This is an optimization exercise on Yosys and OpenROAD, whose aim is small area, a short achievable clock period and few clock cycles, not a production implementation. Only simulation tests tie the RTL to the original design; equivalence was not proved. Power and IR drop assume default switching activity.

### design/flow/config.mk
export PLATFORM = sky130hd
export DESIGN_NAME = lab9
export DESIGN_NICKNAME = lab9
export VERILOG_FILES = /design/flow/design.v
export SDC_FILE = /design/flow/constraint.sdc
export NUM_CORES = 4
export LEC_CHECK = 0
export CAP_MARGIN = 20
export CORE_MARGIN = 2
export CORE_UTILIZATION = 40
export SLEW_MARGIN = 20
### design/flow/constraint.sdc
create_clock -name core_clock -period 85.0 [get_ports {clk}]
set_input_delay 17.0000 -clock core_clock [delete_from_list [all_inputs] [get_ports {clk}]]
set_output_delay 17.0000 -clock core_clock [all_outputs]
set_load 0.01 [all_outputs]
### design/flow/design.v
module lab9(input clk,
            input reset,
            input give_valid,
            input [13:0] Intake,
            output [13:0] UpPrime,
            output [13:0] LowPrime,
            output reg out_valid);
reg [7:0] up_blk, low_blk;
reg [4:0] up_idx, low_idx;
reg low_lsb;
reg pend_up, pend_low;
wire busy = pend_up | pend_low;
assign UpPrime  = {up_blk, up_idx, 1'b1};
assign LowPrime = {low_blk, low_idx, low_lsb};
wire [7:0] nxt = (pend_up ? up_blk : low_blk) + (pend_up ? 8'd1 : {8{1'b1}});
wire [7:0] blk = busy ? nxt : Intake[13:6];
wire [5:0] off = Intake[5:0];
wire [31:0] word;
wire [15:0] row = 16'b1 << blk[7:4];
wire [15:0] t0_0 = 16'h1699;
wire [15:0] t0_1 = 16'h24c;
wire [15:0] t0_2 = 16'hc02;
wire [15:0] t0_3 = 16'h52;
wire [15:0] t0_4 = 16'h4a48;
wire [15:0] t0_5 = 16'h20a0;
wire [15:0] t0_6 = 16'h2048;
wire [15:0] t0_7 = 16'h1924;
wire [15:0] t0_8 = 16'ha0;
wire [15:0] t0_9 = 16'h452;
assign word[0] = (row[0] & t0_0[blk[3:0]]) | (row[1] & t0_1[blk[3:0]]) | (row[2] & t0_2[blk[3:0]]) | (row[3] & t0_3[blk[3:0]]) | (row[4] & t0_4[blk[3:0]]) | (row[5] & t0_5[blk[3:0]]) | (row[6] & t0_6[blk[3:0]]) | (row[7] & t0_7[blk[3:0]]) | (row[8] & t0_8[blk[3:0]]) | (row[9] & t0_9[blk[3:0]]);
wire [15:0] t1_0 = 16'h407;
wire [15:0] t1_1 = 16'h8412;
wire [15:0] t1_2 = 16'h902c;
wire [15:0] t1_3 = 16'h2814;
wire [15:0] t1_4 = 16'ha0c1;
wire [15:0] t1_5 = 16'h860;
wire [15:0] t1_6 = 16'h4102;
wire [15:0] t1_8 = 16'h5108;
wire [15:0] t1_9 = 16'hc22;
assign word[1] = (row[0] & t1_0[blk[3:0]]) | (row[1] & t1_1[blk[3:0]]) | (row[2] & t1_2[blk[3:0]]) | (row[3] & t1_3[blk[3:0]]) | (row[4] & t1_4[blk[3:0]]) | (row[5] & t1_5[blk[3:0]]) | (row[6] & t1_6[blk[3:0]]) | (row[8] & t1_8[blk[3:0]]) | (row[9] & t1_9[blk[3:0]]);
wire [15:0] t2_0 = 16'h1849;
wire [15:0] t2_1 = 16'h2c02;
wire [15:0] t2_2 = 16'h451;
wire [15:0] t2_3 = 16'h40;
wire [15:0] t2_4 = 16'h20b4;
wire [15:0] t2_5 = 16'h292;
wire [15:0] t2_6 = 16'h9124;
wire [15:0] t2_7 = 16'h4882;
wire [15:0] t2_8 = 16'ha448;
wire [15:0] t2_9 = 16'h10d;
assign word[2] = (row[0] & t2_0[blk[3:0]]) | (row[1] & t2_1[blk[3:0]]) | (row[2] & t2_2[blk[3:0]]) | (row[3] & t2_3[blk[3:0]]) | (row[4] & t2_4[blk[3:0]]) | (row[5] & t2_5[blk[3:0]]) | (row[6] & t2_6[blk[3:0]]) | (row[7] & t2_7[blk[3:0]]) | (row[8] & t2_8[blk[3:0]]) | (row[9] & t2_9[blk[3:0]]);
wire [15:0] t3_0 = 16'ha41b;
wire [15:0] t3_1 = 16'h309;
wire [15:0] t3_2 = 16'h2090;
wire [15:0] t3_3 = 16'h34c9;
wire [15:0] t3_4 = 16'h5224;
wire [15:0] t3_5 = 16'h100;
wire [15:0] t3_6 = 16'h2489;
wire [15:0] t3_7 = 16'h940;
wire [15:0] t3_8 = 16'h482;
wire [15:0] t3_9 = 16'h10;
assign word[3] = (row[0] & t3_0[blk[3:0]]) | (row[1] & t3_1[blk[3:0]]) | (row[2] & t3_2[blk[3:0]]) | (row[3] & t3_3[blk[3:0]]) | (row[4] & t3_4[blk[3:0]]) | (row[5] & t3_5[blk[3:0]]) | (row[6] & t3_6[blk[3:0]]) | (row[7] & t3_7[blk[3:0]]) | (row[8] & t3_8[blk[3:0]]) | (row[9] & t3_9[blk[3:0]]);
wire [15:0] t4_0 = 16'h186;
wire [15:0] t4_1 = 16'h9293;
wire [15:0] t4_2 = 16'h4260;
wire [15:0] t4_3 = 16'h184;
wire [15:0] t4_4 = 16'h2008;
wire [15:0] t4_5 = 16'h9120;
wire [15:0] t4_6 = 16'hc22;
wire [15:0] t4_7 = 16'h2659;
wire [15:0] t4_8 = 16'h9124;
wire [15:0] t4_9 = 16'h800;
assign word[4] = (row[0] & t4_0[blk[3:0]]) | (row[1] & t4_1[blk[3:0]]) | (row[2] & t4_2[blk[3:0]]) | (row[3] & t4_3[blk[3:0]]) | (row[4] & t4_4[blk[3:0]]) | (row[5] & t4_5[blk[3:0]]) | (row[6] & t4_6[blk[3:0]]) | (row[7] & t4_7[blk[3:0]]) | (row[8] & t4_8[blk[3:0]]) | (row[9] & t4_9[blk[3:0]]);
wire [15:0] t5_0 = 16'hc325;
wire [15:0] t5_1 = 16'h6094;
wire [15:0] t5_2 = 16'h8408;
wire [15:0] t5_3 = 16'h1241;
wire [15:0] t5_4 = 16'h4010;
wire [15:0] t5_5 = 16'h8018;
wire [15:0] t5_7 = 16'h2926;
wire [15:0] t5_8 = 16'h1200;
wire [15:0] t5_9 = 16'hb29;
assign word[5] = (row[0] & t5_0[blk[3:0]]) | (row[1] & t5_1[blk[3:0]]) | (row[2] & t5_2[blk[3:0]]) | (row[3] & t5_3[blk[3:0]]) | (row[4] & t5_4[blk[3:0]]) | (row[5] & t5_5[blk[3:0]]) | (row[7] & t5_7[blk[3:0]]) | (row[8] & t5_8[blk[3:0]]) | (row[9] & t5_9[blk[3:0]]);
wire [15:0] t6_0 = 16'h4d1;
wire [15:0] t6_1 = 16'hcb08;
wire [15:0] t6_2 = 16'h4020;
wire [15:0] t6_3 = 16'h30c0;
wire [15:0] t6_4 = 16'h1940;
wire [15:0] t6_5 = 16'h4086;
wire [15:0] t6_6 = 16'h202;
wire [15:0] t6_7 = 16'h1204;
wire [15:0] t6_8 = 16'h12;
wire [15:0] t6_9 = 16'hca;
assign word[6] = (row[0] & t6_0[blk[3:0]]) | (row[1] & t6_1[blk[3:0]]) | (row[2] & t6_2[blk[3:0]]) | (row[3] & t6_3[blk[3:0]]) | (row[4] & t6_4[blk[3:0]]) | (row[5] & t6_5[blk[3:0]]) | (row[6] & t6_6[blk[3:0]]) | (row[7] & t6_7[blk[3:0]]) | (row[8] & t6_8[blk[3:0]]) | (row[9] & t6_9[blk[3:0]]);
wire [15:0] t7_0 = 16'h4892;
wire [15:0] t7_1 = 16'ha0cb;
wire [15:0] t7_2 = 16'h8861;
wire [15:0] t7_3 = 16'h2430;
wire [15:0] t7_4 = 16'h2401;
wire [15:0] t7_5 = 16'h1b40;
wire [15:0] t7_6 = 16'h2884;
wire [15:0] t7_7 = 16'h1602;
wire [15:0] t7_8 = 16'h4320;
wire [15:0] t7_9 = 16'h5a0;
assign word[7] = (row[0] & t7_0[blk[3:0]]) | (row[1] & t7_1[blk[3:0]]) | (row[2] & t7_2[blk[3:0]]) | (row[3] & t7_3[blk[3:0]]) | (row[4] & t7_4[blk[3:0]]) | (row[5] & t7_5[blk[3:0]]) | (row[6] & t7_6[blk[3:0]]) | (row[7] & t7_7[blk[3:0]]) | (row[8] & t7_8[blk[3:0]]) | (row[9] & t7_9[blk[3:0]]);
wire [15:0] t8_0 = 16'h8261;
wire [15:0] t8_1 = 16'h21b0;
wire [15:0] t8_2 = 16'h3002;
wire [15:0] t8_3 = 16'h8805;
wire [15:0] t8_4 = 16'h4886;
wire [15:0] t8_5 = 16'h50;
wire [15:0] t8_6 = 16'hc328;
wire [15:0] t8_7 = 16'h6000;
wire [15:0] t8_8 = 16'h2403;
assign word[8] = (row[0] & t8_0[blk[3:0]]) | (row[1] & t8_1[blk[3:0]]) | (row[2] & t8_2[blk[3:0]]) | (row[3] & t8_3[blk[3:0]]) | (row[4] & t8_4[blk[3:0]]) | (row[5] & t8_5[blk[3:0]]) | (row[6] & t8_6[blk[3:0]]) | (row[7] & t8_7[blk[3:0]]) | (row[8] & t8_8[blk[3:0]]);
wire [15:0] t9_0 = 16'h148b;
wire [15:0] t9_1 = 16'h9a44;
wire [15:0] t9_2 = 16'h4502;
wire [15:0] t9_3 = 16'ha090;
wire [15:0] t9_4 = 16'h4204;
wire [15:0] t9_5 = 16'hd00;
wire [15:0] t9_6 = 16'h441;
wire [15:0] t9_7 = 16'h8121;
wire [15:0] t9_8 = 16'h2010;
wire [15:0] t9_9 = 16'h250;
assign word[9] = (row[0] & t9_0[blk[3:0]]) | (row[1] & t9_1[blk[3:0]]) | (row[2] & t9_2[blk[3:0]]) | (row[3] & t9_3[blk[3:0]]) | (row[4] & t9_4[blk[3:0]]) | (row[5] & t9_5[blk[3:0]]) | (row[6] & t9_6[blk[3:0]]) | (row[7] & t9_7[blk[3:0]]) | (row[8] & t9_8[blk[3:0]]) | (row[9] & t9_9[blk[3:0]]);
wire [15:0] t10_0 = 16'h2414;
wire [15:0] t10_1 = 16'h22da;
wire [15:0] t10_2 = 16'h1021;
wire [15:0] t10_3 = 16'h4ca4;
wire [15:0] t10_4 = 16'h8010;
wire [15:0] t10_5 = 16'hc308;
wire [15:0] t10_6 = 16'h2812;
wire [15:0] t10_7 = 16'h442;
wire [15:0] t10_8 = 16'hc040;
wire [15:0] t10_9 = 16'h900;
assign word[10] = (row[0] & t10_0[blk[3:0]]) | (row[1] & t10_1[blk[3:0]]) | (row[2] & t10_2[blk[3:0]]) | (row[3] & t10_3[blk[3:0]]) | (row[4] & t10_4[blk[3:0]]) | (row[5] & t10_5[blk[3:0]]) | (row[6] & t10_6[blk[3:0]]) | (row[7] & t10_7[blk[3:0]]) | (row[8] & t10_8[blk[3:0]]) | (row[9] & t10_9[blk[3:0]]);
wire [15:0] t11_0 = 16'hca05;
wire [15:0] t11_1 = 16'h2130;
wire [15:0] t11_2 = 16'h2600;
wire [15:0] t11_3 = 16'h1300;
wire [15:0] t11_4 = 16'h2480;
wire [15:0] t11_5 = 16'h4d0;
wire [15:0] t11_6 = 16'h8948;
wire [15:0] t11_7 = 16'h4180;
wire [15:0] t11_8 = 16'hc0;
wire [15:0] t11_9 = 16'h49;
assign word[11] = (row[0] & t11_0[blk[3:0]]) | (row[1] & t11_1[blk[3:0]]) | (row[2] & t11_2[blk[3:0]]) | (row[3] & t11_3[blk[3:0]]) | (row[4] & t11_4[blk[3:0]]) | (row[5] & t11_5[blk[3:0]]) | (row[6] & t11_6[blk[3:0]]) | (row[7] & t11_7[blk[3:0]]) | (row[8] & t11_8[blk[3:0]]) | (row[9] & t11_9[blk[3:0]]);
wire [15:0] t12_0 = 16'h2252;
wire [15:0] t12_1 = 16'h841;
wire [15:0] t12_2 = 16'h4ca2;
wire [15:0] t12_3 = 16'ha200;
wire [15:0] t12_4 = 16'h9020;
wire [15:0] t12_5 = 16'h906;
wire [15:0] t12_6 = 16'ha048;
wire [15:0] t12_7 = 16'h4045;
wire [15:0] t12_8 = 16'h2020;
wire [15:0] t12_9 = 16'h299;
assign word[12] = (row[0] & t12_0[blk[3:0]]) | (row[1] & t12_1[blk[3:0]]) | (row[2] & t12_2[blk[3:0]]) | (row[3] & t12_3[blk[3:0]]) | (row[4] & t12_4[blk[3:0]]) | (row[5] & t12_5[blk[3:0]]) | (row[6] & t12_6[blk[3:0]]) | (row[7] & t12_7[blk[3:0]]) | (row[8] & t12_8[blk[3:0]]) | (row[9] & t12_9[blk[3:0]]);
wire [15:0] t13_0 = 16'h2030;
wire [15:0] t13_1 = 16'h8291;
wire [15:0] t13_2 = 16'h504c;
wire [15:0] t13_3 = 16'h2c82;
wire [15:0] t13_4 = 16'h40;
wire [15:0] t13_5 = 16'h4941;
wire [15:0] t13_6 = 16'hb4;
wire [15:0] t13_7 = 16'h1090;
wire [15:0] t13_8 = 16'h921;
wire [15:0] t13_9 = 16'h404;
assign word[13] = (row[0] & t13_0[blk[3:0]]) | (row[1] & t13_1[blk[3:0]]) | (row[2] & t13_2[blk[3:0]]) | (row[3] & t13_3[blk[3:0]]) | (row[4] & t13_4[blk[3:0]]) | (row[5] & t13_5[blk[3:0]]) | (row[6] & t13_6[blk[3:0]]) | (row[7] & t13_7[blk[3:0]]) | (row[8] & t13_8[blk[3:0]]) | (row[9] & t13_9[blk[3:0]]);
wire [15:0] t14_0 = 16'h1925;
wire [15:0] t14_1 = 16'h4426;
wire [15:0] t14_2 = 16'ha01a;
wire [15:0] t14_3 = 16'h304;
wire [15:0] t14_4 = 16'h6104;
wire [15:0] t14_5 = 16'h2000;
wire [15:0] t14_6 = 16'h4005;
wire [15:0] t14_7 = 16'h4820;
wire [15:0] t14_8 = 16'h8481;
wire [15:0] t14_9 = 16'h848;
assign word[14] = (row[0] & t14_0[blk[3:0]]) | (row[1] & t14_1[blk[3:0]]) | (row[2] & t14_2[blk[3:0]]) | (row[3] & t14_3[blk[3:0]]) | (row[4] & t14_4[blk[3:0]]) | (row[5] & t14_5[blk[3:0]]) | (row[6] & t14_6[blk[3:0]]) | (row[7] & t14_7[blk[3:0]]) | (row[8] & t14_8[blk[3:0]]) | (row[9] & t14_9[blk[3:0]]);
wire [15:0] t15_0 = 16'ha289;
wire [15:0] t15_1 = 16'h5940;
wire [15:0] t15_2 = 16'h526;
wire [15:0] t15_3 = 16'h12;
wire [15:0] t15_4 = 16'hcb21;
wire [15:0] t15_5 = 16'h4434;
wire [15:0] t15_6 = 16'h8;
wire [15:0] t15_7 = 16'h40;
wire [15:0] t15_8 = 16'h422;
wire [15:0] t15_9 = 16'h44a;
assign word[15] = (row[0] & t15_0[blk[3:0]]) | (row[1] & t15_1[blk[3:0]]) | (row[2] & t15_2[blk[3:0]]) | (row[3] & t15_3[blk[3:0]]) | (row[4] & t15_4[blk[3:0]]) | (row[5] & t15_5[blk[3:0]]) | (row[6] & t15_6[blk[3:0]]) | (row[7] & t15_7[blk[3:0]]) | (row[8] & t15_8[blk[3:0]]) | (row[9] & t15_9[blk[3:0]]);
wire [15:0] t16_0 = 16'h4422;
wire [15:0] t16_1 = 16'ha408;
wire [15:0] t16_2 = 16'h8309;
wire [15:0] t16_3 = 16'h4112;
wire [15:0] t16_4 = 16'h41;
wire [15:0] t16_5 = 16'h8805;
wire [15:0] t16_6 = 16'h100;
wire [15:0] t16_7 = 16'h8498;
wire [15:0] t16_8 = 16'h944;
wire [15:0] t16_9 = 16'h84;
assign word[16] = (row[0] & t16_0[blk[3:0]]) | (row[1] & t16_1[blk[3:0]]) | (row[2] & t16_2[blk[3:0]]) | (row[3] & t16_3[blk[3:0]]) | (row[4] & t16_4[blk[3:0]]) | (row[5] & t16_5[blk[3:0]]) | (row[6] & t16_6[blk[3:0]]) | (row[7] & t16_7[blk[3:0]]) | (row[8] & t16_8[blk[3:0]]) | (row[9] & t16_9[blk[3:0]]);
wire [15:0] t17_0 = 16'h94c;
wire [15:0] t17_1 = 16'h506;
wire [15:0] t17_2 = 16'h12d1;
wire [15:0] t17_3 = 16'h4048;
wire [15:0] t17_4 = 16'h124;
wire [15:0] t17_5 = 16'h3008;
wire [15:0] t17_6 = 16'h1940;
wire [15:0] t17_7 = 16'h834;
wire [15:0] t17_8 = 16'ha60a;
assign word[17] = (row[0] & t17_0[blk[3:0]]) | (row[1] & t17_1[blk[3:0]]) | (row[2] & t17_2[blk[3:0]]) | (row[3] & t17_3[blk[3:0]]) | (row[4] & t17_4[blk[3:0]]) | (row[5] & t17_5[blk[3:0]]) | (row[6] & t17_6[blk[3:0]]) | (row[7] & t17_7[blk[3:0]]) | (row[8] & t17_8[blk[3:0]]);
wire [15:0] t18_0 = 16'h865b;
wire [15:0] t18_1 = 16'h221;
wire [15:0] t18_2 = 16'h2814;
wire [15:0] t18_3 = 16'h1089;
wire [15:0] t18_4 = 16'h45;
wire [15:0] t18_5 = 16'h4930;
wire [15:0] t18_6 = 16'h3008;
wire [15:0] t18_7 = 16'h4144;
wire [15:0] t18_8 = 16'h982;
wire [15:0] t18_9 = 16'h200;
assign word[18] = (row[0] & t18_0[blk[3:0]]) | (row[1] & t18_1[blk[3:0]]) | (row[2] & t18_2[blk[3:0]]) | (row[3] & t18_3[blk[3:0]]) | (row[4] & t18_4[blk[3:0]]) | (row[5] & t18_5[blk[3:0]]) | (row[6] & t18_6[blk[3:0]]) | (row[7] & t18_7[blk[3:0]]) | (row[8] & t18_8[blk[3:0]]) | (row[9] & t18_9[blk[3:0]]);
wire [15:0] t19_0 = 16'h8a6;
wire [15:0] t19_1 = 16'h10d1;
wire [15:0] t19_2 = 16'ha01;
wire [15:0] t19_3 = 16'h6180;
wire [15:0] t19_4 = 16'h30d8;
wire [15:0] t19_5 = 16'h1028;
wire [15:0] t19_6 = 16'h4406;
wire [15:0] t19_7 = 16'ha041;
wire [15:0] t19_8 = 16'h5209;
wire [15:0] t19_9 = 16'h112;
assign word[19] = (row[0] & t19_0[blk[3:0]]) | (row[1] & t19_1[blk[3:0]]) | (row[2] & t19_2[blk[3:0]]) | (row[3] & t19_3[blk[3:0]]) | (row[4] & t19_4[blk[3:0]]) | (row[5] & t19_5[blk[3:0]]) | (row[6] & t19_6[blk[3:0]]) | (row[7] & t19_7[blk[3:0]]) | (row[8] & t19_8[blk[3:0]]) | (row[9] & t19_9[blk[3:0]]);
wire [15:0] t20_0 = 16'h5209;
wire [15:0] t20_1 = 16'h16;
wire [15:0] t20_2 = 16'h944b;
wire [15:0] t20_3 = 16'h9020;
wire [15:0] t20_4 = 16'h2122;
wire [15:0] t20_5 = 16'h8610;
wire [15:0] t20_6 = 16'h240;
wire [15:0] t20_7 = 16'h20;
wire [15:0] t20_8 = 16'h1083;
wire [15:0] t20_9 = 16'h301;
assign word[20] = (row[0] & t20_0[blk[3:0]]) | (row[1] & t20_1[blk[3:0]]) | (row[2] & t20_2[blk[3:0]]) | (row[3] & t20_3[blk[3:0]]) | (row[4] & t20_4[blk[3:0]]) | (row[5] & t20_5[blk[3:0]]) | (row[6] & t20_6[blk[3:0]]) | (row[7] & t20_7[blk[3:0]]) | (row[8] & t20_8[blk[3:0]]) | (row[9] & t20_9[blk[3:0]]);
wire [15:0] t21_0 = 16'h1683;
wire [15:0] t21_1 = 16'h8148;
wire [15:0] t21_2 = 16'h4b0;
wire [15:0] t21_3 = 16'h2258;
wire [15:0] t21_4 = 16'h8141;
wire [15:0] t21_5 = 16'h832;
wire [15:0] t21_6 = 16'h2648;
wire [15:0] t21_7 = 16'h8101;
wire [15:0] t21_8 = 16'h2104;
wire [15:0] t21_9 = 16'h42;
assign word[21] = (row[0] & t21_0[blk[3:0]]) | (row[1] & t21_1[blk[3:0]]) | (row[2] & t21_2[blk[3:0]]) | (row[3] & t21_3[blk[3:0]]) | (row[4] & t21_4[blk[3:0]]) | (row[5] & t21_5[blk[3:0]]) | (row[6] & t21_6[blk[3:0]]) | (row[7] & t21_7[blk[3:0]]) | (row[8] & t21_8[blk[3:0]]) | (row[9] & t21_9[blk[3:0]]);
wire [15:0] t22_0 = 16'h6106;
wire [15:0] t22_1 = 16'ha441;
wire [15:0] t22_2 = 16'h1844;
wire [15:0] t22_3 = 16'h4812;
wire [15:0] t22_4 = 16'hb010;
wire [15:0] t22_5 = 16'ha00;
wire [15:0] t22_6 = 16'h584;
wire [15:0] t22_7 = 16'h601;
wire [15:0] t22_8 = 16'h4809;
wire [15:0] t22_9 = 16'h400;
assign word[22] = (row[0] & t22_0[blk[3:0]]) | (row[1] & t22_1[blk[3:0]]) | (row[2] & t22_2[blk[3:0]]) | (row[3] & t22_3[blk[3:0]]) | (row[4] & t22_4[blk[3:0]]) | (row[5] & t22_5[blk[3:0]]) | (row[6] & t22_6[blk[3:0]]) | (row[7] & t22_7[blk[3:0]]) | (row[8] & t22_8[blk[3:0]]) | (row[9] & t22_9[blk[3:0]]);
wire [15:0] t23_0 = 16'h869;
wire [15:0] t23_1 = 16'h110;
wire [15:0] t23_2 = 16'h2298;
wire [15:0] t23_3 = 16'h8901;
wire [15:0] t23_4 = 16'h44a4;
wire [15:0] t23_5 = 16'h603;
wire [15:0] t23_6 = 16'h9100;
wire [15:0] t23_7 = 16'h4900;
wire [15:0] t23_8 = 16'h9048;
wire [15:0] t23_9 = 16'ha04;
assign word[23] = (row[0] & t23_0[blk[3:0]]) | (row[1] & t23_1[blk[3:0]]) | (row[2] & t23_2[blk[3:0]]) | (row[3] & t23_3[blk[3:0]]) | (row[4] & t23_4[blk[3:0]]) | (row[5] & t23_5[blk[3:0]]) | (row[6] & t23_6[blk[3:0]]) | (row[7] & t23_7[blk[3:0]]) | (row[8] & t23_8[blk[3:0]]) | (row[9] & t23_9[blk[3:0]]);
wire [15:0] t24_0 = 16'ha04a;
wire [15:0] t24_1 = 16'h804;
wire [15:0] t24_2 = 16'h922;
wire [15:0] t24_3 = 16'h1609;
wire [15:0] t24_4 = 16'h30c;
wire [15:0] t24_5 = 16'h6;
wire [15:0] t24_6 = 16'h1452;
wire [15:0] t24_7 = 16'h220;
wire [15:0] t24_8 = 16'h4184;
wire [15:0] t24_9 = 16'h50;
assign word[24] = (row[0] & t24_0[blk[3:0]]) | (row[1] & t24_1[blk[3:0]]) | (row[2] & t24_2[blk[3:0]]) | (row[3] & t24_3[blk[3:0]]) | (row[4] & t24_4[blk[3:0]]) | (row[5] & t24_5[blk[3:0]]) | (row[6] & t24_6[blk[3:0]]) | (row[7] & t24_7[blk[3:0]]) | (row[8] & t24_8[blk[3:0]]) | (row[9] & t24_9[blk[3:0]]);
wire [15:0] t25_0 = 16'h6594;
wire [15:0] t25_1 = 16'h20c0;
wire [15:0] t25_2 = 16'h801;
wire [15:0] t25_3 = 16'h4086;
wire [15:0] t25_4 = 16'h860a;
wire [15:0] t25_5 = 16'hd101;
wire [15:0] t25_6 = 16'h2814;
wire [15:0] t25_7 = 16'h804b;
wire [15:0] t25_8 = 16'h9261;
wire [15:0] t25_9 = 16'h420;
assign word[25] = (row[0] & t25_0[blk[3:0]]) | (row[1] & t25_1[blk[3:0]]) | (row[2] & t25_2[blk[3:0]]) | (row[3] & t25_3[blk[3:0]]) | (row[4] & t25_4[blk[3:0]]) | (row[5] & t25_5[blk[3:0]]) | (row[6] & t25_6[blk[3:0]]) | (row[7] & t25_7[blk[3:0]]) | (row[8] & t25_8[blk[3:0]]) | (row[9] & t25_9[blk[3:0]]);
wire [15:0] t26_0 = 16'h9825;
wire [15:0] t26_1 = 16'h4000;
wire [15:0] t26_2 = 16'h8698;
wire [15:0] t26_3 = 16'h4304;
wire [15:0] t26_4 = 16'h480;
wire [15:0] t26_5 = 16'h8642;
wire [15:0] t26_6 = 16'h149;
wire [15:0] t26_7 = 16'h60b4;
wire [15:0] t26_8 = 16'h12d0;
wire [15:0] t26_9 = 16'h90c;
assign word[26] = (row[0] & t26_0[blk[3:0]]) | (row[1] & t26_1[blk[3:0]]) | (row[2] & t26_2[blk[3:0]]) | (row[3] & t26_3[blk[3:0]]) | (row[4] & t26_4[blk[3:0]]) | (row[5] & t26_5[blk[3:0]]) | (row[6] & t26_6[blk[3:0]]) | (row[7] & t26_7[blk[3:0]]) | (row[8] & t26_8[blk[3:0]]) | (row[9] & t26_9[blk[3:0]]);
wire [15:0] t27_0 = 16'h32d0;
wire [15:0] t27_1 = 16'h9820;
wire [15:0] t27_2 = 16'h40a0;
wire [15:0] t27_3 = 16'h44a;
wire [15:0] t27_4 = 16'h1100;
wire [15:0] t27_5 = 16'h2894;
wire [15:0] t27_6 = 16'h9003;
wire [15:0] t27_7 = 16'h844;
wire [15:0] t27_8 = 16'hc02;
wire [15:0] t27_9 = 16'h88;
assign word[27] = (row[0] & t27_0[blk[3:0]]) | (row[1] & t27_1[blk[3:0]]) | (row[2] & t27_2[blk[3:0]]) | (row[3] & t27_3[blk[3:0]]) | (row[4] & t27_4[blk[3:0]]) | (row[5] & t27_5[blk[3:0]]) | (row[6] & t27_6[blk[3:0]]) | (row[7] & t27_7[blk[3:0]]) | (row[8] & t27_8[blk[3:0]]) | (row[9] & t27_9[blk[3:0]]);
wire [15:0] t28_0 = 16'h4910;
wire [15:0] t28_1 = 16'h2600;
wire [15:0] t28_2 = 16'h4108;
wire [15:0] t28_3 = 16'hc24;
wire [15:0] t28_4 = 16'h8613;
wire [15:0] t28_5 = 16'h4900;
wire [15:0] t28_6 = 16'h424;
wire [15:0] t28_7 = 16'h1098;
wire [15:0] t28_8 = 16'h8104;
wire [15:0] t28_9 = 16'h82;
assign word[28] = (row[0] & t28_0[blk[3:0]]) | (row[1] & t28_1[blk[3:0]]) | (row[2] & t28_2[blk[3:0]]) | (row[3] & t28_3[blk[3:0]]) | (row[4] & t28_4[blk[3:0]]) | (row[5] & t28_5[blk[3:0]]) | (row[6] & t28_6[blk[3:0]]) | (row[7] & t28_7[blk[3:0]]) | (row[8] & t28_8[blk[3:0]]) | (row[9] & t28_9[blk[3:0]]);
wire [15:0] t29_0 = 16'h9169;
wire [15:0] t29_1 = 16'h4c80;
wire [15:0] t29_2 = 16'ha200;
wire [15:0] t29_3 = 16'hc10c;
wire [15:0] t29_4 = 16'h6086;
wire [15:0] t29_5 = 16'h2041;
wire [15:0] t29_6 = 16'h1a01;
wire [15:0] t29_7 = 16'h6420;
wire [15:0] t29_8 = 16'h88;
wire [15:0] t29_9 = 16'h30c;
assign word[29] = (row[0] & t29_0[blk[3:0]]) | (row[1] & t29_1[blk[3:0]]) | (row[2] & t29_2[blk[3:0]]) | (row[3] & t29_3[blk[3:0]]) | (row[4] & t29_4[blk[3:0]]) | (row[5] & t29_5[blk[3:0]]) | (row[6] & t29_6[blk[3:0]]) | (row[7] & t29_7[blk[3:0]]) | (row[8] & t29_8[blk[3:0]]) | (row[9] & t29_9[blk[3:0]]);
wire [15:0] t30_0 = 16'h9491;
wire [15:0] t30_1 = 16'h90c;
wire [15:0] t30_2 = 16'h584;
wire [15:0] t30_3 = 16'h82d0;
wire [15:0] t30_4 = 16'ha09;
wire [15:0] t30_5 = 16'h534;
wire [15:0] t30_6 = 16'h28a;
wire [15:0] t30_7 = 16'h921;
wire [15:0] t30_8 = 16'h422;
wire [15:0] t30_9 = 16'h53;
assign word[30] = (row[0] & t30_0[blk[3:0]]) | (row[1] & t30_1[blk[3:0]]) | (row[2] & t30_2[blk[3:0]]) | (row[3] & t30_3[blk[3:0]]) | (row[4] & t30_4[blk[3:0]]) | (row[5] & t30_5[blk[3:0]]) | (row[6] & t30_6[blk[3:0]]) | (row[7] & t30_7[blk[3:0]]) | (row[8] & t30_8[blk[3:0]]) | (row[9] & t30_9[blk[3:0]]);
wire [15:0] t31_0 = 16'h26;
wire [15:0] t31_1 = 16'h24b;
wire [15:0] t31_2 = 16'h1205;
wire [15:0] t31_3 = 16'h2090;
wire [15:0] t31_4 = 16'h8401;
wire [15:0] t31_5 = 16'hc020;
wire [15:0] t31_6 = 16'h6902;
wire [15:0] t31_7 = 16'h8010;
wire [15:0] t31_8 = 16'h4208;
wire [15:0] t31_9 = 16'h102;
assign word[31] = (row[0] & t31_0[blk[3:0]]) | (row[1] & t31_1[blk[3:0]]) | (row[2] & t31_2[blk[3:0]]) | (row[3] & t31_3[blk[3:0]]) | (row[4] & t31_4[blk[3:0]]) | (row[5] & t31_5[blk[3:0]]) | (row[6] & t31_6[blk[3:0]]) | (row[7] & t31_7[blk[3:0]]) | (row[8] & t31_8[blk[3:0]]) | (row[9] & t31_9[blk[3:0]]);
reg [31:0] mu, ml;
integer i;
always @* begin
  for (i = 0; i < 32; i = i + 1) begin
    mu[i] = busy | (2*i+1 > off);
    ml[i] = busy | (2*i+1 < off);
  end
end
wire [31:0] cu = word & mu;
wire [31:0] cl = word & ml;
wire eu_f0_0 = cu[0] | cu[1];
wire eu_i0_0 = ~cu[0];
wire eu_f0_1 = cu[2] | cu[3];
wire eu_i0_1 = ~cu[2];
wire eu_f0_2 = cu[4] | cu[5];
wire eu_i0_2 = ~cu[4];
wire eu_f0_3 = cu[6] | cu[7];
wire eu_i0_3 = ~cu[6];
wire eu_f0_4 = cu[8] | cu[9];
wire eu_i0_4 = ~cu[8];
wire eu_f0_5 = cu[10] | cu[11];
wire eu_i0_5 = ~cu[10];
wire eu_f0_6 = cu[12] | cu[13];
wire eu_i0_6 = ~cu[12];
wire eu_f0_7 = cu[14] | cu[15];
wire eu_i0_7 = ~cu[14];
wire eu_f0_8 = cu[16] | cu[17];
wire eu_i0_8 = ~cu[16];
wire eu_f0_9 = cu[18] | cu[19];
wire eu_i0_9 = ~cu[18];
wire eu_f0_10 = cu[20] | cu[21];
wire eu_i0_10 = ~cu[20];
wire eu_f0_11 = cu[22] | cu[23];
wire eu_i0_11 = ~cu[22];
wire eu_f0_12 = cu[24] | cu[25];
wire eu_i0_12 = ~cu[24];
wire eu_f0_13 = cu[26] | cu[27];
wire eu_i0_13 = ~cu[26];
wire eu_f0_14 = cu[28] | cu[29];
wire eu_i0_14 = ~cu[28];
wire eu_f0_15 = cu[30] | cu[31];
wire eu_i0_15 = ~cu[30];
wire eu_f1_0 = eu_f0_0 | eu_f0_1;
wire [1:0] eu_i1_0 = ~eu_f0_0 ? {1'b1, eu_i0_1} : {1'b0, eu_i0_0};
wire eu_f1_1 = eu_f0_2 | eu_f0_3;
wire [1:0] eu_i1_1 = ~eu_f0_2 ? {1'b1, eu_i0_3} : {1'b0, eu_i0_2};
wire eu_f1_2 = eu_f0_4 | eu_f0_5;
wire [1:0] eu_i1_2 = ~eu_f0_4 ? {1'b1, eu_i0_5} : {1'b0, eu_i0_4};
wire eu_f1_3 = eu_f0_6 | eu_f0_7;
wire [1:0] eu_i1_3 = ~eu_f0_6 ? {1'b1, eu_i0_7} : {1'b0, eu_i0_6};
wire eu_f1_4 = eu_f0_8 | eu_f0_9;
wire [1:0] eu_i1_4 = ~eu_f0_8 ? {1'b1, eu_i0_9} : {1'b0, eu_i0_8};
wire eu_f1_5 = eu_f0_10 | eu_f0_11;
wire [1:0] eu_i1_5 = ~eu_f0_10 ? {1'b1, eu_i0_11} : {1'b0, eu_i0_10};
wire eu_f1_6 = eu_f0_12 | eu_f0_13;
wire [1:0] eu_i1_6 = ~eu_f0_12 ? {1'b1, eu_i0_13} : {1'b0, eu_i0_12};
wire eu_f1_7 = eu_f0_14 | eu_f0_15;
wire [1:0] eu_i1_7 = ~eu_f0_14 ? {1'b1, eu_i0_15} : {1'b0, eu_i0_14};
wire eu_f2_0 = eu_f1_0 | eu_f1_1;
wire [2:0] eu_i2_0 = ~eu_f1_0 ? {1'b1, eu_i1_1} : {1'b0, eu_i1_0};
wire eu_f2_1 = eu_f1_2 | eu_f1_3;
wire [2:0] eu_i2_1 = ~eu_f1_2 ? {1'b1, eu_i1_3} : {1'b0, eu_i1_2};
wire eu_f2_2 = eu_f1_4 | eu_f1_5;
wire [2:0] eu_i2_2 = ~eu_f1_4 ? {1'b1, eu_i1_5} : {1'b0, eu_i1_4};
wire eu_f2_3 = eu_f1_6 | eu_f1_7;
wire [2:0] eu_i2_3 = ~eu_f1_6 ? {1'b1, eu_i1_7} : {1'b0, eu_i1_6};
wire eu_f3_0 = eu_f2_0 | eu_f2_1;
wire [3:0] eu_i3_0 = ~eu_f2_0 ? {1'b1, eu_i2_1} : {1'b0, eu_i2_0};
wire eu_f3_1 = eu_f2_2 | eu_f2_3;
wire [3:0] eu_i3_1 = ~eu_f2_2 ? {1'b1, eu_i2_3} : {1'b0, eu_i2_2};
wire eu_f4_0 = eu_f3_0 | eu_f3_1;
wire [4:0] eu_i4_0 = ~eu_f3_0 ? {1'b1, eu_i3_1} : {1'b0, eu_i3_0};
wire el_f0_0 = cl[0] | cl[1];
wire el_i0_0 = cl[1];
wire el_f0_1 = cl[2] | cl[3];
wire el_i0_1 = cl[3];
wire el_f0_2 = cl[4] | cl[5];
wire el_i0_2 = cl[5];
wire el_f0_3 = cl[6] | cl[7];
wire el_i0_3 = cl[7];
wire el_f0_4 = cl[8] | cl[9];
wire el_i0_4 = cl[9];
wire el_f0_5 = cl[10] | cl[11];
wire el_i0_5 = cl[11];
wire el_f0_6 = cl[12] | cl[13];
wire el_i0_6 = cl[13];
wire el_f0_7 = cl[14] | cl[15];
wire el_i0_7 = cl[15];
wire el_f0_8 = cl[16] | cl[17];
wire el_i0_8 = cl[17];
wire el_f0_9 = cl[18] | cl[19];
wire el_i0_9 = cl[19];
wire el_f0_10 = cl[20] | cl[21];
wire el_i0_10 = cl[21];
wire el_f0_11 = cl[22] | cl[23];
wire el_i0_11 = cl[23];
wire el_f0_12 = cl[24] | cl[25];
wire el_i0_12 = cl[25];
wire el_f0_13 = cl[26] | cl[27];
wire el_i0_13 = cl[27];
wire el_f0_14 = cl[28] | cl[29];
wire el_i0_14 = cl[29];
wire el_f0_15 = cl[30] | cl[31];
wire el_i0_15 = cl[31];
wire el_f1_0 = el_f0_0 | el_f0_1;
wire [1:0] el_i1_0 = el_f0_1 ? {1'b1, el_i0_1} : {1'b0, el_i0_0};
wire el_f1_1 = el_f0_2 | el_f0_3;
wire [1:0] el_i1_1 = el_f0_3 ? {1'b1, el_i0_3} : {1'b0, el_i0_2};
wire el_f1_2 = el_f0_4 | el_f0_5;
wire [1:0] el_i1_2 = el_f0_5 ? {1'b1, el_i0_5} : {1'b0, el_i0_4};
wire el_f1_3 = el_f0_6 | el_f0_7;
wire [1:0] el_i1_3 = el_f0_7 ? {1'b1, el_i0_7} : {1'b0, el_i0_6};
wire el_f1_4 = el_f0_8 | el_f0_9;
wire [1:0] el_i1_4 = el_f0_9 ? {1'b1, el_i0_9} : {1'b0, el_i0_8};
wire el_f1_5 = el_f0_10 | el_f0_11;
wire [1:0] el_i1_5 = el_f0_11 ? {1'b1, el_i0_11} : {1'b0, el_i0_10};
wire el_f1_6 = el_f0_12 | el_f0_13;
wire [1:0] el_i1_6 = el_f0_13 ? {1'b1, el_i0_13} : {1'b0, el_i0_12};
wire el_f1_7 = el_f0_14 | el_f0_15;
wire [1:0] el_i1_7 = el_f0_15 ? {1'b1, el_i0_15} : {1'b0, el_i0_14};
wire el_f2_0 = el_f1_0 | el_f1_1;
wire [2:0] el_i2_0 = el_f1_1 ? {1'b1, el_i1_1} : {1'b0, el_i1_0};
wire el_f2_1 = el_f1_2 | el_f1_3;
wire [2:0] el_i2_1 = el_f1_3 ? {1'b1, el_i1_3} : {1'b0, el_i1_2};
wire el_f2_2 = el_f1_4 | el_f1_5;
wire [2:0] el_i2_2 = el_f1_5 ? {1'b1, el_i1_5} : {1'b0, el_i1_4};
wire el_f2_3 = el_f1_6 | el_f1_7;
wire [2:0] el_i2_3 = el_f1_7 ? {1'b1, el_i1_7} : {1'b0, el_i1_6};
wire el_f3_0 = el_f2_0 | el_f2_1;
wire [3:0] el_i3_0 = el_f2_1 ? {1'b1, el_i2_1} : {1'b0, el_i2_0};
wire el_f3_1 = el_f2_2 | el_f2_3;
wire [3:0] el_i3_1 = el_f2_3 ? {1'b1, el_i2_3} : {1'b0, el_i2_2};
wire el_f4_0 = el_f3_0 | el_f3_1;
wire [4:0] el_i4_0 = el_f3_1 ? {1'b1, el_i3_1} : {1'b0, el_i3_0};
wire [4:0] iu = eu_i4_0;
wire fu = eu_f4_0;
wire [4:0] il = el_i4_0;
wire fl = el_f4_0;
wire n_is3 = ~busy & (Intake[13:2] == 12'd0);    
always @(posedge clk or posedge reset) begin
  if (reset) begin
    pend_up <= 1'b0;
    pend_low <= 1'b0;
    out_valid <= 1'b0;
  end else if (!busy) begin
    pend_up <= give_valid & ~fu;
    pend_low <= give_valid & ~fl;
    out_valid <= give_valid & fu & fl;
  end else if (pend_up) begin
    pend_up <= ~fu;
    out_valid <= fu & ~pend_low;
  end else begin
    pend_low <= ~fl;
    out_valid <= fl;
  end
end
always @(posedge clk) begin
  if (!busy || pend_up) begin
    up_blk <= blk;
    up_idx <= iu;
  end
  if (!busy || !pend_up) begin
    low_blk <= blk;
    low_idx <= n_is3 ? 5'd1 : il;
    low_lsb <= ~n_is3;
  end
end
endmodule
### design/flow/run.sh
#!/bin/bash
# synth_recipe.tcl (not shown) runs the flow's synth.tcl, then flattens the netlist and writes it again
# the make line also repeats each setting of config.mk as NAME=value (left out here)
make -C /OpenROAD-flow-scripts/flow DESIGN_CONFIG=/design/flow/config.mk WORK_HOME=/design/flow/orfs CLKGATE_MAP_FILE= SYNTH_SCRIPT=/design/flow/synth_recipe.tcl finish
==> results of run 1 <==
==> state kept, by name, summed over array words and instances, names as in the netlist <==
name,count
low_blk,8
low_idx,5
low_lsb,1
out_valid,1
pend_low,1
pend_up,1
up_blk,8
up_idx,5
==> worst max-delay path, cell delays in order <==
cell and delay, ns:
clkdlybuf4s50_1 0.47, nor2b_1 0.13, o31a_1 0.52, inv_1 0.47
ha_1 0.56, inv_1 0.31, a21oi_1 0.19, nor2_1 0.52
nand2_1 0.20, o211ai_1 0.15, a21oi_1 0.19, nor4_2 1.09
o21ai_0 0.38, a21o_1 0.30, or2_1 0.30, or2_1 0.30
o22a_1 0.23
==> layout make-up <==
type	count	area share
diodes	5	0.00132
repair buffers	102	0.0926
inverters	24	0.00979
flip-flops and latches	30	0.0937
clock inverters	2	0.00106
multi-input cells	1183	0.751
clock buffers	6	0.0136
well taps	275	0.0364
==> power by group through the flow <==
stage                     Combinational [uW]  Sequential (uW)  Clock [uW]
final                                    256             35.2        17.1
after global routing                     258             35.3        17.6
after CTS                                233             34.4        17.0
after detailed placement                 232             34.6           0
after global placement                   235             34.2           0
after floorplan                          138             35.0           0
==> through the flow <==
stage | instance area (um2) | std cells | hold slack, ns
2_1_floorplan | 8670 | 1370 | 0.731
3_3_place_gp | 9290 | 1613 | 0.856
3_5_place_dp | 9300 | 1614 | 0.890
4_1_cts | 9440 | 1622 | 0.896
5_1_grt | 9450 | 1625 | 0.941
6_report | 9460 | 1627 | 0.942
==> per-layer routing <==
metal / vias up / track usage / part of all wire
met4: 8 / 0.387 / 0.10
met5: - / 0.0886 / 0.0030
met2: 1594 / 0.733 / 0.37
li1: 5269 / - / -
met1: 6176 / 0.647 / 0.35
met3: 459 / 0.287 / 0.18
==> cells by family after synthesis <==
group / after synthesis / synth area share
adder cells (fa/ha/maj): 13 / 0.0188
flip-flops: 30 / 0.102
XOR/XNOR: 6 / 0.00606
AO/OA/AOI/OAI: 611 / 0.476
AND/OR/NAND/NOR: 542 / 0.300
multiplexers: 10 / 0.0120
buffers and inverters: 157 / 0.0843
other: 1 / 0.000433
==> how the worst max path moves through the flow <==
stage                    from          to  slack (ns)  cells after the start
finish              Intake[6]  low_idx[1]       61.69                     17
global route        Intake[6]  low_idx[1]       61.67                     17
CTS                 Intake[6]  low_idx[0]       62.25                     16
detailed placement  Intake[6]  low_idx[0]       61.96                     16
global placement    Intake[6]  low_idx[2]       61.80                     17
floorplan           Intake[7]   out_valid       63.78                     13
==> layout by cell type (no fill, tap or decap), types with 11 or more instances in the layout <==
cell | netlist | routed
nand3_1 | 60 | 60
nor2_1 | 141 | 139
o21a_1 | 11 | 11
a21oi_1 | 141 | 139
inv_1 | 21 | 21
edfxtp_1 | 27 | 27
o22ai_1 | 31 | 31
o211ai_1 | 23 | 23
nand4_1 | 13 | 13
o32ai_1 | 14 | 14
a32oi_1 | 19 | 19
buf_4 | 11 | 58
a211oi_1 | 16 | 16
or3_1 | 15 | 15
a22oi_1 | 15 | 15
o31ai_1 | 19 | 19
nor3_1 | 58 | 53
clkdlybuf4s50_1 | 0 | 44
a31oi_1 | 34 | 34
o21ai_0 | 123 | 123
o221ai_1 | 13 | 13
nor4_1 | 12 | 11
nand2_1 | 151 | 151
ha_1 | 13 | 13
a21o_1 | 11 | 11
and2_1 | 14 | 14
nand2b_1 | 12 | 12
==> qor.yml, run 1 <==
run:
  max_cap_violations: 0
detailed_routing:
  routedWlPerCell_um: 38.9
  ant_nets: 0
  num_vias: 13506
  viasPerCell: 8.30
  drt_wl_total_um: 63300
  drt_iter0_drc: 3177
  drcViolationCount: 0
  first_pass_iters: 13
global_routing:
  antenna_found_initial: 8
  grt_pass1_vias: 12329
  globalRouteOverflowTotal: 0
  grt_max_degree: 66
  grt_pass1_wl_um: 88800
  track_usage: 0.545
run_status:
  status: "no timing/DRC/antenna violations"
yosys:
  ys_top_cells_by_area: "edfxtp_1 9.4%, a21oi_1 8.1%, o21ai_0 7.1%, nand2_1 6.5%, nor2_1 6.1%"
  synth.avg_cell_area_um2: 6.33
  async_reset_ff_frac: 0.100
  ys_seq_area_frac: 0.102
  syn_inst: 1370
  synth-seq-cells: 30
  synth_cell_types: 96
  yosysWarnings: 1
  synth-edff-count: 27
  synth_top_area_cell: "edfxtp_1"
  synth_common_cells: "151 x nand2_1, 141 x a21oi_1, 141 x nor2_1"
  syn_area_um2: 8670
  synthFlopType: "edfxtp_1"
  yosysMostFrequentCell: "nand2_1"
  syn_nets: 1400
  yosys.area.top_type_share: 0.0936
cells_and_area:
  post-route-util: 0.447
  regArea_um2: 886
  nets: 1376
  fillerInstances: 2229
  multi_input_area_um2: 7110
  layout-drive-gt1-share: 0.0891
  syn_to_final_growth_pct: 9.11
floorplanning:
  die_h_um: 151
  rows: 53
  die-width_um: 151
  core_area_um2: 21200
  start_util: 0.410
  die_area_um2: 22900
  io_pins: 46
worst_hold_path:
  worst_hold_path.endpoint: "pend_low"
  hold_start: "pend_low"
  hold-path-cell-count: 2
  hold_path.class: "reg2reg"
worst_setup_path:
  worstSetupPathType: "in2reg"
  reg2reg_from: "pend_low"
  start_kind: "input port"
  cp-end-kind: "register"
  arrival_ns: 23.34
  r2r_setup_slack_ns: 77.82
  path_max_fanout: 14
  required_ns: 85.03
  r2r_end: "low_idx[1]"
  r2r_cells: 16
sta:
  finalMaxSlewViolations: 0
  min_period_ns: 23.31
  rsz0062_at_grt: "no"
  skew_ns: 0.00737
  min_period_over_period: 0.274
  hold_viol: 0
  fmaxAchievable_mhz: 42.9
  finalSetupViolations: 0
  fin_tns_setup_ns: 0
  setup_ws_ns: 61.69
  worst_pin_slew_ns: 1.31
  relSlewSlack: 0.130
power_and_ir_drop:
  ir_drop_mv: 0.0152
  p_leak_uw: 0.00317
  p_sw_uw: 195
  intPower_uw: 113
  p_sw_frac: 0.634
  pwr-share-clk: 0.055
  pwr_density_cell_nw_per_um2: 32.6
  p_comb_frac: 0.830
  seqPwrFrac: 0.114
  p_total_uw: 308
clocking:
  cts_resized: 0
  clk_pin_slew_ns: 0.05
  root_buffer: "clkbuf_16"
  post_cts_buffers: 0
  numCtsBuffers: 5
  clk_latency_ns: 0.28
  htree_levels: 2
  clockBufferDepth: 2
  cts_hold_buf: 0
  cts_sinks: 30
  cts_tree: "done"
placement:
  hpwl_um: 44900
  gp_congestion: 1.15
  pre_cts_ws_ns: 61.96
  port_buffers: 44
Testbench counts, summed over its fixed seeds: cycles 17,618.
==> run 2: changes to the inputs <==
==> design/flow/flow/run.sh (new file) <==
#!/bin/bash
# Standard ORFS layout, except that synthesis maps logic with ABC's area-oriented
# mapper (amap, repeated) instead of the delay-oriented one. The synthesis script is
# synth_recipe.tcl with only the abc command's -script argument replaced, so the
# registers are the standard synthesis's.
# Ports are buffered with the smallest buffer, sky130_fd_sc_hd__buf_1.
# Timing repair aims for 63 ns of setup slack, so that the critical paths are sped up
# (the constraints themselves are unchanged).
set -euo pipefail
here=$(pwd)
export MY_ABC_SCRIPT=$here/flow/abc_area.script
{
  cat <<'TCL'
proc abc {args} {
  set i [lsearch -exact $args -script]
  if {$i >= 0} { lset args [expr {$i + 1}] $::env(MY_ABC_SCRIPT) }
  yosys abc {*}$args
}
TCL
  cat synth_recipe.tcl
} > my_synth.tcl
bash standard.sh SYNTH_SCRIPT=$here/my_synth.tcl "BUFFER_PORTS_ARGS=-buffer_cell sky130_fd_sc_hd__buf_1" SETUP_SLACK_MARGIN=63 finish > $here/flow_make.log 2>&1
==> design/flow/flow/abc_area.script (new file) <==
strash
dch
amap
strash
dch
amap
strash
dch
amap
strash
dch
amap
strash
dch
amap
==> design/flow/standard.sh (new file) <==
#!/bin/bash
# synth_recipe.tcl (not shown) runs the flow's synth.tcl, then flattens the netlist and writes it again
# the make line also repeats each setting of config.mk as NAME=value (left out here)
make -C /OpenROAD-flow-scripts/flow DESIGN_CONFIG=/design/flow/config.mk WORK_HOME=/design/flow/orfs CLKGATE_MAP_FILE= SYNTH_SCRIPT=/design/flow/synth_recipe.tcl "${@:-finish}"
--- a/design/flow/config.mk
+++ b/design/flow/config.mk
@@ -8,4 +8,4 @@
 export CAP_MARGIN = 20
 export CORE_MARGIN = 2
-export CORE_UTILIZATION = 40
+export CORE_UTILIZATION = 30
 export SLEW_MARGIN = 20
removed: design/flow/run.sh
==> run 2 against run 1 <==
- sequential share of layout area up 2.7 points
- combinational power up 38%
- synthesized cell count down 27%
- final area down 22%
- clock-buffer cell count unchanged
- die area down 9.7%
- cell count down 15%
- critical path depth up 2
- maximum frequency up 5.8%
- still clean
- critical path type unchanged
==> qor.yml, run 2 <==
run_status:
  status: "no timing/DRC/antenna violations"  # unchanged
worst_setup_path:
  crit_buf_inv: 5  # was 3
  critPathMaxStageDelay_ns: 0.67  # was 1.09 ns
  path_max_fanout: 50  # was 14
  worstSetupPathType: "in2reg"  # unchanged
  critPathSlowestCell: "a2111oi_1"  # was nor4_2
  required_ns: 85.13  # was 85.03 ns
  arrival_ns: 22.16  # was 23.34 ns
  start_kind: "input port"  # unchanged
  crit_family: "compound AO/OA/AOI/OAI gates"  # was simple AND/OR/NAND/NOR gates
  r2r_setup_slack_ns: 77.14  # was 77.82 ns
  path_cells: "buf_1, o22ai_4, buf_4, clkinv_8, nor2_1, buf_4, clkinvlp_4, nor2_4, nor3_1, a2111oi_1, o2111ai_1, o311a_1, nor2_1, o311ai_0, nor3_2, nand2_1, nor4b_4, o21a_1, o32ai_1"  # was clkdlybuf4s50_1, nor2b_1, o31a_1, inv_1, ha_1, inv_1, a21oi_1, nor2_1, nand2_1, o211ai_1, a21oi_1, nor4_2, o21ai_0, a21o_1, or2_1, or2_1, o22a_1
  cp-end-kind: "register"  # unchanged
global_routing:
  track_usage: 0.441  # was 0.545
  grt_pass1_wl_um: 64400  # was 88,800 um
  globalRouteOverflowTotal: 0  # unchanged
  grt_pass1_vias: 8896  # was 12,329
  antenna_found_initial: 0  # was 8
  grt_max_degree: 51  # was 66
power_and_ir_drop:
  p_sw_frac: 0.666  # was 0.634
  p_sw_uw: 267  # was 195 uW
  p_comb_frac: 0.879  # was 0.830
  intPower_uw: 134  # was 113 uW
  pwr-share-clk: 0.040  # was 0.055
  p_leak_uw: 0.00246  # was 0.00317 uW
  ir_drop_mv: 0.0195  # was 0.0152 mV
  seqPwrFrac: 0.080  # was 0.114
  pwr_density_cell_nw_per_um2: 54.5  # was 32.6 nW/um2
clocking:
  cts_sinks: 30  # unchanged
  numCtsBuffers: 5  # unchanged
  clockBufferDepth: 2  # unchanged
  root_buffer: "clkbuf_16"  # unchanged
  clk_pin_slew_ns: 0.05  # about the same
  clk_latency_ns: 0.27  # was 0.28 ns
  cts_tree: "done"  # unchanged
  htree_levels: 2  # unchanged
sta:
  fin_tns_setup_ns: 0  # unchanged
  finalMaxSlewViolations: 0  # unchanged
  hold_viol: 0  # unchanged
  min_period_ns: 22.03  # was 23.31 ns
  worst_pin_slew_ns: 1.12  # was 1.31 ns
  finalSetupViolations: 0  # unchanged
  rsz0062_at_grt: "no"  # unchanged
  skew_ns: 0.00642  # was 0.00737 ns
  min_period_over_period: 0.259  # was 0.274
  fmaxAchievable_mhz: 45.4  # was 42.9 MHz
  relSlewSlack: 0.250  # was 0.130
yosys:
  synth-seq-cells: 30  # unchanged
  yosysWarnings: 1  # unchanged
  ys_seq_area_frac: 0.151  # was 0.102
  synth-edff-count: 27  # unchanged
  synth_cell_types: 47  # was 96
  yosys.area.top_type_share: 0.192  # was 0.0936
  async_reset_ff_frac: 0.100  # unchanged
  synth_common_cells: "299 x nor2_1, 175 x nor3_1, 93 x clkinv_1"  # was 151 x nand2_1, 141 x a21oi_1, 141 x nor2_1
  syn_nets: 1030  # was 1,400
  ys_top_cells_by_area: "nor2_1 19%, nor3_1 15%, edfxtp_1 14%, clkinv_1 6.0%, o21ai_0 5.6%"  # was edfxtp_1 9.4%, a21oi_1 8.1%, o21ai_0 7.1%, nand2_1 6.5%, nor2_1 6.1%
  yosysMostFrequentCell: "nor2_1"  # was nand2_1
  synthFlopType: "edfxtp_1"  # unchanged
  syn_area_um2: 5850  # was 8670 um2
  synth.avg_cell_area_um2: 5.85  # was 6.33 um2
  syn_inst: 1000  # was 1,370
  synth_top_area_cell: "nor2_1"  # was edfxtp_1
cells_and_area:
  reg_top3: "low_blk (8), up_blk (8)"  # unchanged
  final_common_cell: "nor2_1"  # was nand2_1
  final_cell_mix: "272 x nor2_1, 173 x nor3_1, 82 x clkinv_1, 64 x buf_4, 61 x o21ai_0"  # was 151 x nand2_1, 139 x nor2_1, 139 x a21oi_1, 123 x o21ai_0, 60 x nand3_1
  syn_to_final_growth_pct: 25.7  # was 9.11%
  final_area_um2: 7350  # was 9460 um2
  nets: 1142  # was 1,376
  layout-drive-gt1-share: 0.123  # was 0.0891
  stdcell_count: 1379  # was 1,627
  fillerInstances: 2236  # was 2,229
floorplanning:
  io_pins: 46  # unchanged
  core_area_um2: 19300  # was 21,200 um2
  die_area_um2: 20600  # was 22,900 um2
  rows: 51  # was 53
  die-width_um: 144  # was 151 um
  die_h_um: 144  # was 151 um
  start_util: 0.304  # was 0.410
placement:
  gp_congestion: 1.18  # was 1.15
  hpwl_um: 34400  # was 44,900 um
  port_buffers: 44  # unchanged
  place_area_um2: 6760  # was 9300 um2
  place_inst: 1359  # was 1,614
detailed_routing:
  drcViolationCount: 0  # unchanged
  num_vias: 9947  # was 13,506
  first_pass_iters: 9  # was 13
  drt_iter0_drc: 1912  # was 3,177
  routedWlPerCell_um: 33.9  # was 38.9 um
  ant_nets: 0  # unchanged
  drt_wl_total_um: 46700  # was 63,300 um
  viasPerCell: 7.21  # was 8.30
run:
  max_cap_violations: 0  # unchanged
worst_hold_path:
  hold_path.class: "reg2reg"  # unchanged
[run 2: what timing repair did]
item,in CTS,in global routing
endpoints found under the setup margin,13,11
endpoints found under the hold margin,0,0
buffers inserted,1,10
hold buffers,0,0
pin swaps,1,4
gates resized for setup,58,33
[run 2: cell type report]
cell class	count	area [um2]	share of cell area
Multi-Input combinational cell	874	4970	0.676
Sequential cell	30	886	0.120
Timing Repair Buffer	108	646	0.0878
Inverter	93	377	0.0512
Tap cell	265	332	0.0451
Clock buffer	6	129	0.0175
Clock inverter	2	10.0	0.00136
Antenna cell	1	2.50	0.000340
[run 2: logic make-up after synthesis]
group,synth area share
simple gates,0.434
flops,0.151
other cells,0.000641
compound gates,0.323
fa+ha+maj,0.0278
buf+inv,0.0629
[run 2: worst reg2reg max path: stages, from the launching register on]
cell        delay [ns]
dfrtp_1           0.53
clkinv_1          0.81
nand2_1           0.41
o21ai_0           0.20
o311ai_0          0.50
nand2_1           0.17
o21a_1            0.16
o22ai_4           0.09
buf_4             0.38
clkinv_8          0.33
nor2_1            0.20
buf_4             0.28
clkinvlp_4        0.35
nor2_4            0.37
nor3_1            0.10
a2111oi_1         0.67
o2111ai_1         0.52
o311a_1           0.31
nor2_1            0.14
o311ai_0          0.19
nor3_2            0.27
nand2_1           0.15
nor4b_4           0.38
o21a_1            0.16
o32ai_1           0.07
[run 2: metal layers]
| layer | part of all wire | vias up | GRT usage |
|---|---|---|---|
| met5 | 0 | - | 0 |
| met4 | 0.091 | 0 | 0.261 |
| met2 | 0.37 | 1098 | 0.596 |
| li1 | - | 3974 | - |
| met1 | 0.36 | 4559 | 0.554 |
| met3 | 0.18 | 316 | 0.222 |
[run 2: power groups by stage]
stage               combinational [uW]  sequential [uW]  clock (uW)
floorplan                          161             35.3           0
global placement                   309             32.4           0
detailed placement                 297             32.6           0
CTS                                310             32.3        16.6
global route                       357             33.1        17.1
finish                             352             32.3        16.2
[run 2: path summary, 6_finish.rpt]
check                      startpoint        end  cells after the start
min                          pend_low   pend_low                      1
max in group asynchronous       reset  out_valid                      2
min in group asynchronous       reset   pend_low                      2
max reg2reg                   pend_up  out_valid                     24
min reg2reg                  pend_low   pend_low                      1
max                         Intake[9]  out_valid                     19
[run 2: metrics by stage]
stage | util | worst slack [ns] | hold slack (ns) | total power [uW]
after global routing | 0.381 | 62.98 | 0.595 | 407
after CTS | 0.371 | 63.03 | 0.558 | 359
after detailed placement | 0.351 | 61.42 | 0.545 | 329
after global placement | 0.351 | 61.45 | 0.538 | 341
after floorplan | - | 63.18 | 0.508 | 197
final | 0.382 | 62.97 | 0.554 | 401
==> run 3: changes to the inputs <==
--- a/design/flow/flow/run.sh
+++ b/design/flow/flow/run.sh
@@ -5,5 +5,5 @@
 # registers are the standard synthesis's.
 # Ports are buffered with the smallest buffer, sky130_fd_sc_hd__buf_1.
-# Timing repair aims for 63 ns of setup slack, so that the critical paths are sped up
+# Timing repair aims for 62.5 ns of setup slack, so that the critical paths are sped up
 # (the constraints themselves are unchanged).
 set -euo pipefail
@@ -20,3 +20,3 @@
   cat synth_recipe.tcl
 } > my_synth.tcl
-bash standard.sh SYNTH_SCRIPT=$here/my_synth.tcl "BUFFER_PORTS_ARGS=-buffer_cell sky130_fd_sc_hd__buf_1" SETUP_SLACK_MARGIN=63 finish > $here/flow_make.log 2>&1
+bash standard.sh SYNTH_SCRIPT=$here/my_synth.tcl "BUFFER_PORTS_ARGS=-buffer_cell sky130_fd_sc_hd__buf_1" SETUP_SLACK_MARGIN=62.5 finish > $here/flow_make.log 2>&1
==> run 3 against run 2 <==
- combinational power decreased by 6.2%
- global-route usage decreased by 1.2 points
- sequential cell count unchanged
- critical path depth increased by 2
- sequential share of layout area increased by 0.58 points
- routed wire length decreased by 2.3%
- critical endpoint unchanged
- largest power group unchanged
==> qor.yml, run 3 <==
run_status:
  status: "no timing/DRC/antenna violations"  # unchanged
yosys:
  synth.avg_cell_area_um2: 5.85  # unchanged
  syn_area_um2: 5850  # unchanged
  yosysWarnings: 1  # unchanged
  synth_common_cells: "299 x nor2_1, 175 x nor3_1, 93 x clkinv_1"  # unchanged
  ys_top_cells_by_area: "nor2_1 19%, nor3_1 15%, edfxtp_1 14%, clkinv_1 6.0%, o21ai_0 5.6%"  # unchanged
  synth_mux_area_frac: 0  # unchanged
  synthFlopType: "edfxtp_1"  # unchanged
  yosys.area.top_type_share: 0.192  # unchanged
  async_reset_ff_frac: 0.100  # unchanged
  synth-compound-area-share: 0.323  # unchanged
  ys_seq_area_frac: 0.151  # unchanged
  syn_nets: 1030  # unchanged
  synthXorXnorAreaFrac: 0  # unchanged
  synth-seq-cells: 30  # unchanged
  synth-edff-count: 27  # unchanged
  synth_fa_ha_area_frac: 0.0278  # unchanged
  syn_inst: 1000  # unchanged
  synth_top_area_cell: "nor2_1"  # unchanged
  synth_cell_types: 47  # unchanged
  synth_top_family_by_area: "simple AND/OR/NAND/NOR gates"  # unchanged
  synthSimpleGateAreaFrac: 0.434  # unchanged
  yosysMostFrequentCell: "nor2_1"  # unchanged
floorplanning:
  io_pins: 46  # unchanged
  die_area_um2: 20600  # unchanged
  die-width_um: 144  # unchanged
  die_h_um: 144  # unchanged
  core_area_um2: 19300  # unchanged
  rows: 51  # unchanged
  start_util: 0.304  # unchanged
detailed_routing:
  drcViolationCount: 0  # unchanged
  ant_nets: 0  # unchanged
  num_vias: 9753  # was 9,947
  viasPerCell: 7.15  # was 7.21
  routedWlPerCell_um: 33.5  # was 33.9 um
  drt_iter0_drc: 1961  # was 1,912
  first_pass_iters: 9  # unchanged
  drt_wl_total_um: 45700  # was 46,700 um
cells_and_area:
  fillerInstances: 2178  # was 2,236
  final_cell_mix: "285 x nor2_1, 173 x nor3_1, 85 x clkinv_1, 65 x o21ai_0, 55 x a21oi_1"  # was 272 x nor2_1, 173 x nor3_1, 82 x clkinv_1, 64 x buf_4, 61 x o21ai_0
  final_common_cell: "nor2_1"  # unchanged
  final_area_um2: 7010  # was 7350 um2
  layout-drive-gt1-share: 0.0830  # was 0.123
  syn_to_final_growth_pct: 19.9  # was 25.7%
  nets: 1125  # was 1,142
  reg_top3: "low_blk (8), up_blk (8)"  # unchanged
sta:
  fin_tns_setup_ns: 0  # unchanged
  min_period_ns: 22.50  # was 22.03 ns
  finalSetupViolations: 0  # unchanged
  worst_pin_slew_ns: 1.16  # was 1.12 ns
  relSlewSlack: 0.227  # was 0.250
  finalMaxSlewViolations: 0  # unchanged
  hold_viol: 0  # unchanged
  fmaxAchievable_mhz: 44.4  # was 45.4 MHz
  rsz0062_at_grt: "no"  # unchanged
  skew_ns: 0.00886  # was 0.00642 ns
  min_period_over_period: 0.265  # was 0.259
clocking:
  clockBufferDepth: 2  # unchanged
  clk_pin_slew_ns: 0.05  # about the same
  numCtsBuffers: 5  # unchanged
  htree_levels: 2  # unchanged
  clk_latency_ns: 0.27  # about the same
  cts_tree: "done"  # unchanged
  cts_sinks: 30  # unchanged
  root_buffer: "clkbuf_16"  # unchanged
worst_setup_path:
  start_kind: "input port"  # unchanged
  required_ns: 85.13  # about the same
  arrival_ns: 22.63  # was 22.16 ns
  worstSetupPathType: "in2reg"  # unchanged
  cp-end-kind: "register"  # unchanged
  path_max_fanout: 49  # was 50
global_routing:
  grt_pass1_vias: 8926  # was 8,896
  antenna_found_initial: 1  # was 0
  grt_pass1_wl_um: 63100  # was 64,400 um
  grt_max_degree: 50  # was 51
  globalRouteOverflowTotal: 0  # unchanged
  track_usage: 0.429  # was 0.441
placement:
  place_area_um2: 6690  # was 6760 um2
  gp_congestion: 1.18  # about the same
  hpwl_um: 34300  # was 34,400 um
  port_buffers: 44  # unchanged
power_and_ir_drop:
  pwr_density_cell_nw_per_um2: 54.2  # was 54.5 nW/um2
  p_leak_uw: 0.00231  # was 0.00246 uW
  ir_drop_mv: 0.0149  # was 0.0195 mV
worst_hold_path:
  hold_path.class: "reg2reg"  # unchanged
run:
  max_cap_violations: 0  # unchanged
==> run 3: cell counts after synthesis <==
No cell type changed its count.
==> run 3: power by group <==
part	internal [uW]	switching, uW
logic	83.6	247
clock network	11.5	5.86
registers	28.8	3.72
total	124	256
==> run 3: what timing repair did <==
item / CTS / global route
hold buffers: 0 / 0
setup buffers: 0 / 2
pin swaps: 0 / 2
endpoints found under the setup margin: 13 / 8
resized for setup: 21 / 19
==> run 3: critical path, cell delays in order <==
cell and delay, ns:
buf_1 0.12, o22ai_4 0.18, buf_6 0.42, clkinv_2 0.14, buf_4 0.36, nor2_1 0.38, clkinv_1 0.28, nor2_1 0.49
nor3_1 0.12, nor4_1 0.36, o21ai_0 0.14, a311oi_1 0.64, a211oi_1 0.16, nor2_1 0.21, o311ai_0 0.16, buf_4 0.20
nor3_2 0.38, nand2_1 0.14, nor4b_2 0.44, o21a_1 0.17, o32ai_1 0.07
==> run 3: per-stage QoR <==
stage                     worst slack, ns  power [uW]  cells   util  hold slack [ns]
after floorplan                     62.91         196   1000      -            0.508
after global placement              60.43         336   1351  0.347            0.541
after detailed placement            60.27         326   1351  0.347            0.556
after CTS                           62.50         349   1359  0.360            0.568
after global routing                62.52         386   1361  0.363            0.612
final                               62.50         380   1364  0.364            0.563
==> run 3: kinds of logic after synthesis <==
group / count (synthesis)
buffers and inverters: 96
AOI/OAI and AO/OA: 284
and+or+nand+nor: 576
adders and majority gates: 13
other: 1
DFF: 30
==> run 3: area by class of cell <==
| class | instances | area [um2] | area share |
|---|---|---|---|
| diodes | 3 | 7.51 | 0.00107 |
| clock buffers | 6 | 139 | 0.0198 |
| clock inverters | 2 | 12.5 | 0.00178 |
| inverters | 93 | 368 | 0.0525 |
| multi-input cells | 874 | 4750 | 0.677 |
| flip-flops and latches | 30 | 886 | 0.126 |
| well taps | 265 | 332 | 0.0473 |
| repair buffers | 91 | 522 | 0.0744 |
==> run 3: per-layer routing <==
metal,GRT usage,vias to the layer above,part of all wire
met1,0.545,4517,0.37
li1,-,3947,-
met2,0.590,985,0.37
met5,0,-,0
met3,0.184,304,0.16
met4,0.268,0,0.089
==> run 3: worst paths after layout <==
path                            from        end  slack [ns]  depth (start not counted)
max                        Intake[9]  out_valid       62.50                         21
min                         pend_low   pend_low        0.56                          1
max reg2reg                  pend_up  out_valid       77.38                         26
min reg2reg                 pend_low   pend_low        0.56                          1
max in group asynchronous      reset    pend_up       68.35                          2
min in group asynchronous      reset  out_valid       16.54                          2

## port drivers added, routing unchanged
In the flow no input, the clock included, has a driving cell. The finished layouts below were timed again as built, in two steps. Step 1 sets driving cells, clkbuf_16 on the clock port and buf_2 on the other inputs (assumed; they add their load-dependent delay and slew). Step 2 adds t to the input delays and takes it off the output delays; t is the mean of the earliest and latest rising clock arrival at the registers after step 1. Input paths then give back, and output paths get back, about the clock's delay inside the block. a / b / c = ideal / step 1 / step 2; a / b = the first two.
run	t (ns)	setup WS [ns]	worst hold slack (ns)	pins driven straight from the clock port
run 1	0.318	61.692 / 61.694 / 61.376	0.942 / 0.942 / 0.942	1
run 2	0.296	62.971 / 62.981 / 62.684	0.554 / 0.554 / 0.554	1
run 3	0.299	62.500 / 62.499 / 62.200	0.563 / 0.563 / 0.563	1
After both steps setup and hold are still met in every run listed. The setup slack of run 1, which loses most, moves by +0.002 ns with the drivers and by -0.316 ns with both steps.
